What follows belongs to an exercise in optimizing a design on an open flow for small area; a production flow would make more cautious choices. Function was checked by simulation only, so behaviour that the tests miss may differ from the original. No activity file was given, so power comes from the tool's default toggle rates.

==> run a: inputs <==
==> flow/design.v <==
module aska_npg (
    input clk,
    input resetn,
    input [5:0] amplitude,
    input [11:0] freq,
    input [2:0] phaseDuration,
    input [5:0] ramp,
    input [9:0] ramp_factor,
    input [7:0] ON_time,
    input [9:0] OFF_time,
    input [31:0] electrode1,
    input [31:0] electrode2,
    input enable,
    output reg [31:0] up_switches,
    output reg [31:0] down_switches,
    output [5:0] DAC,
    output pulse_active);
reg [11:0] freq_count;
wire freq_count_ready = (freq_count == freq);
always @(posedge clk or negedge resetn) begin
    if (!resetn)
        freq_count <= 12'd0;
    else if (enable)
        freq_count <= (freq_count < freq) ? freq_count + 12'd1 : 12'd0;
end
reg pulse_start, pulse_aux;
reg [2:0] phase_up_count, phase_down_count;
reg phase_up_state, phase_down_state, phase_pause_ready;
always @(posedge clk or negedge resetn) begin
    if (!resetn) begin
        pulse_aux <= 1'b0;
        pulse_start <= 1'b0;
        phase_up_count <= 3'd0;
        phase_up_state <= 1'b0;
        phase_pause_ready <= 1'b0;
        phase_down_count <= 3'd0;
        phase_down_state <= 1'b0;
    end else begin
        pulse_aux <= freq_count_ready;
        pulse_start <= pulse_aux;
        phase_pause_ready <= (phase_up_count == phaseDuration);
        if (pulse_start) begin
            phase_up_state <= 1'b1;
            phase_up_count <= phase_up_count + 3'd1;
        end else if (phase_up_state) begin
            if (phase_up_count < phaseDuration) begin
                phase_up_count <= phase_up_count + 3'd1;
            end else begin
                phase_up_count <= 3'd0;
                phase_up_state <= 1'b0;
            end
        end
        if (phase_pause_ready) begin
            phase_down_state <= 1'b1;
            phase_down_count <= phase_down_count + 3'd1;
        end else if (phase_down_state) begin
            if (phase_down_count < phaseDuration) begin
                phase_down_count <= phase_down_count + 3'd1;
            end else begin
                phase_down_count <= 3'd0;
                phase_down_state <= 1'b0;
            end
        end
    end
end
always @(*) begin
    if (phase_up_state) begin
        up_switches = electrode1;
        down_switches = electrode2;
    end else if (phase_down_state) begin
        up_switches = electrode2;
        down_switches = electrode1;
    end else begin
        up_switches = 32'd0;
        down_switches = 32'd0;
    end
end
assign pulse_active = |up_switches;
parameter IDLE = 3'b000;
parameter UP   = 3'b001;
parameter ON   = 3'b011;
parameter DOWN = 3'b010;
parameter OFF  = 3'b110;
reg [2:0] on_off_ctrl;
reg [5:0] DAC_cont;
reg [9:0] count;         
reg [9:0] accumulator;   
wire s_idle = (on_off_ctrl == IDLE);
wire s_up   = (on_off_ctrl == UP);
wire s_on   = (on_off_ctrl == ON);
wire s_down = (on_off_ctrl == DOWN);
wire s_off  = (on_off_ctrl == OFF);
reg [9:0] limit;
always @(*) begin
    case (on_off_ctrl)
        UP, DOWN: limit = {4'd0, ramp};
        ON:       limit = {2'd0, ON_time};
        OFF:      limit = OFF_time;
        default:  limit = 10'd0;
    endcase
end
wire below = (count < limit);
wire ready = (count == limit);
always @(posedge clk or negedge resetn) begin
    if (!resetn) begin
        count <= 10'd0;
        accumulator <= 10'd0;
    end else if (!enable || !below) begin
        count <= 10'd0;
        accumulator <= 10'd0;
    end else if (freq_count_ready) begin
        count <= count + 10'd1;
        if (s_up || s_down)
            accumulator <= accumulator + ramp_factor;
    end
end
always @(posedge clk or negedge resetn) begin
    if (!resetn) begin
        on_off_ctrl <= IDLE;
        DAC_cont <= 6'd0;
    end else if (!enable) begin
        on_off_ctrl <= IDLE;
        if (s_idle)
            DAC_cont <= 6'd0;
    end else begin
        case (on_off_ctrl)
            IDLE: on_off_ctrl <= UP;
            UP:   if (ready) on_off_ctrl <= ON;
                  else DAC_cont <= accumulator[9:4];
            ON:   if (ready) on_off_ctrl <= DOWN;
                  else DAC_cont <= amplitude;
            DOWN: if (ready) on_off_ctrl <= OFF;
                  else DAC_cont <= amplitude - accumulator[9:4];
            OFF:  if (ready) on_off_ctrl <= UP;
                  else DAC_cont <= 6'd0;
            default: on_off_ctrl <= IDLE;
        endcase
    end
end
assign DAC = pulse_active ? DAC_cont : 6'd0;
endmodule
==> flow/flow/run.sh <==
#!/bin/bash
# Own layout flow: the standard ORFS flow with
#  - synthesis using an area-oriented ABC script and no half/full-adder
#    extraction (otherwise the standard synthesis script: same register
#    names and cells, -nofsm -noshare, flattened and renamed the same way);
#  - port buffers made with the smallest buffer, buf_1.
set -euo pipefail
W=$(pwd)
F=$W/flow

# Synthesis script: ORFS's synth.tcl with only the abc script replaced.
sed 's|^  log_cmd abc {\*}\$abc_args|  set abc_args [lreplace $abc_args 1 1 '"$F"'/area.abc]\n  log_cmd abc {*}$abc_args|' \
    "$FLOW_HOME/scripts/synth.tcl" > "$W/own_synth_core.tcl"
grep -q "$F/area.abc" "$W/own_synth_core.tcl"
sed "s|source \$::env(SCRIPTS_DIR)/synth.tcl|source $W/own_synth_core.tcl|" "$W/synth_recipe.tcl" > "$W/own_synth.tcl"
grep -q own_synth_core "$W/own_synth.tcl"

# standard.sh with the synthesis script swapped and adder mapping off.
sed -e "s|SYNTH_SCRIPT=[^ ]*|SYNTH_SCRIPT=$W/own_synth.tcl ADDER_MAP_FILE=|" "$W/standard.sh" > "$W/own_standard.sh"
grep -q own_synth.tcl "$W/own_standard.sh"

export BUFFER_PORTS_ARGS="-buffer_cell sky130_fd_sc_hd__buf_1"
bash "$W/own_standard.sh" > "$W/flow_make.log" 2>&1 || { tail -50 "$W/flow_make.log"; exit 1; }
tail -5 "$W/flow_make.log"
==> flow/flow/area.abc <==
&get -n
&st
&deepsyn -T 20
&put
dch -f
amap
==> flow/standard.sh <==
#!/bin/bash
# synth_recipe.tcl (not shown) runs the flow's synth.tcl, then flattens the netlist and writes it again
# the make line also repeats each setting of config.mk as NAME=value (left out here)
make -C /OpenROAD-flow-scripts/flow DESIGN_CONFIG=/design/flow/config.mk WORK_HOME=/design/flow/orfs CLKGATE_MAP_FILE= SYNTH_SCRIPT=/design/flow/synth_recipe.tcl "${@:-finish}"
==> flow/config.mk <==
export PLATFORM = sky130hd
export DESIGN_NAME = aska_npg
export DESIGN_NICKNAME = aska_npg
export VERILOG_FILES = /design/flow/design.v
export SDC_FILE = /design/flow/constraint.sdc
export NUM_CORES = 4
export LEC_CHECK = 0
export CAP_MARGIN = 20
export CORE_MARGIN = 2
export CORE_UTILIZATION = 40
export SLEW_MARGIN = 20
==> flow/constraint.sdc <==
create_clock -name core_clock -period 10.0 [get_ports {clk}]
set_input_delay 2.0000 -clock core_clock [delete_from_list [all_inputs] [get_ports {clk}]]
set_output_delay 2.0000 -clock core_clock [all_outputs]
set_load 0.01 [all_outputs]
==> inputs of run b, as changes to run a <==
==> flow/run.sh (new file) <==
#!/bin/bash
# synth_recipe.tcl (not shown) runs the flow's synth.tcl, then flattens the netlist and writes it again
# the make line also repeats each setting of config.mk as NAME=value (left out here)
make -C /OpenROAD-flow-scripts/flow DESIGN_CONFIG=/design/flow/config.mk WORK_HOME=/design/flow/orfs CLKGATE_MAP_FILE= SYNTH_SCRIPT=/design/flow/synth_recipe.tcl finish
removed: flow/flow/run.sh
removed: flow/flow/area.abc
removed: flow/standard.sh
==> summary of the runs <==
- Between run b and run a, the lower register-to-register slack is in run a (gap 0.72 ns).
- Against run b, the synthesized cell count of run a is smaller by 7.6%.
- Between run a and run b, the lower utilization is in run a (gap 8.9 points).
- Run b went through all stages and came out clean. Run a completed without violations.
- Of run a and run b, run a has the higher fmax (gap about 12%, measured against run b).
- Of run b and run a, run b has the higher clock skew (gap 0.0042 ns).
- Power: run b is higher than run a (about 55%).
- In run a the clock power is smaller than in run b, by 35%.
- Against run b, the non-clock buffer count of run a is lower by 2.
==> figures <==
item	run a	run b
Portion of netlist area occupied by mux cells	0%	3.227%
Finished layout cell area	4683 µm²	6945 µm²
Seq/Total Area, Yosys	35.17%	27.28%
Flip-flop and latch power	265 µW	311 µW
Share of post-route cells with drive strength above 1	1.788%	3.230%
Post-route clock period utilization	55.45%	61.93%
Met1 global-route usage	26.05%	30.45%
Cell with the largest stage delay on the worst path	sky130_fd_sc_hd__nor4_1	sky130_fd_sc_hd__clkdlybuf4s50_1
Clock Pin Slew Worst Setup and Hold Paths	0.10 ns	0.07 ns
Final-layout clock-cell area share	2.030%	2.414%
Horizontal die dimension	100.2 µm	113.2 µm
Synthesized-area fraction occupied by ao, oa, aoi and oai cells	33.51%	28.57%
Sum of buffers and inverters on the critical path	3	2
Maximum VDD drop	83.62 µV	114.4 µV
Result of the run	no timing/DRC/antenna violations	no timing/DRC/antenna violations
GRT met2 Usage	38.05%	46.67%
Seq area share	27.79%	18.75%
Clk network pwr share	16.8%	16.6%

==> separate check: timing with driven ports <==
No port has a modelled driver above. Below, the same layouts with a new extraction and two added sets of constraints.
Step 1 (the two cells are an assumption about what drives the block):
set clk [get_ports {clk}]
set_driving_cell -lib_cell sky130_fd_sc_hd__clkbuf_16 $clk
set_driving_cell -lib_cell sky130_fd_sc_hd__buf_2 [delete_from_list [all_inputs] $clk]
Step 2 moves the port delays by t, midway between the first and last clock arrival at a register: inputs arrive t later, outputs are due t later. That takes back most of the time a late clock gives input paths.
Slacks: ideal / step 1 / step 2; pairs: ideal / step 1.
| run | t, ns | setup slack, ns | hold slack, ns | worst setup path after step 2 | latest minus earliest clock arrival (ns) |
|---|---|---|---|---|---|
| run a | 0.336 | 4.455 / 4.435 / 4.435 | 0.362 / 0.362 / 0.362 | input to output | 0.005 / 0.005 |
| run b | 0.325 | 3.807 / 3.781 / 3.781 | 0.370 / 0.370 / 0.370 | input to output | 0.010 / 0.009 |
After both steps every run listed still meets setup and hold. The setup slack of run b, which loses most, moves by -0.026 ns with the drivers and by -0.026 ns with both steps.
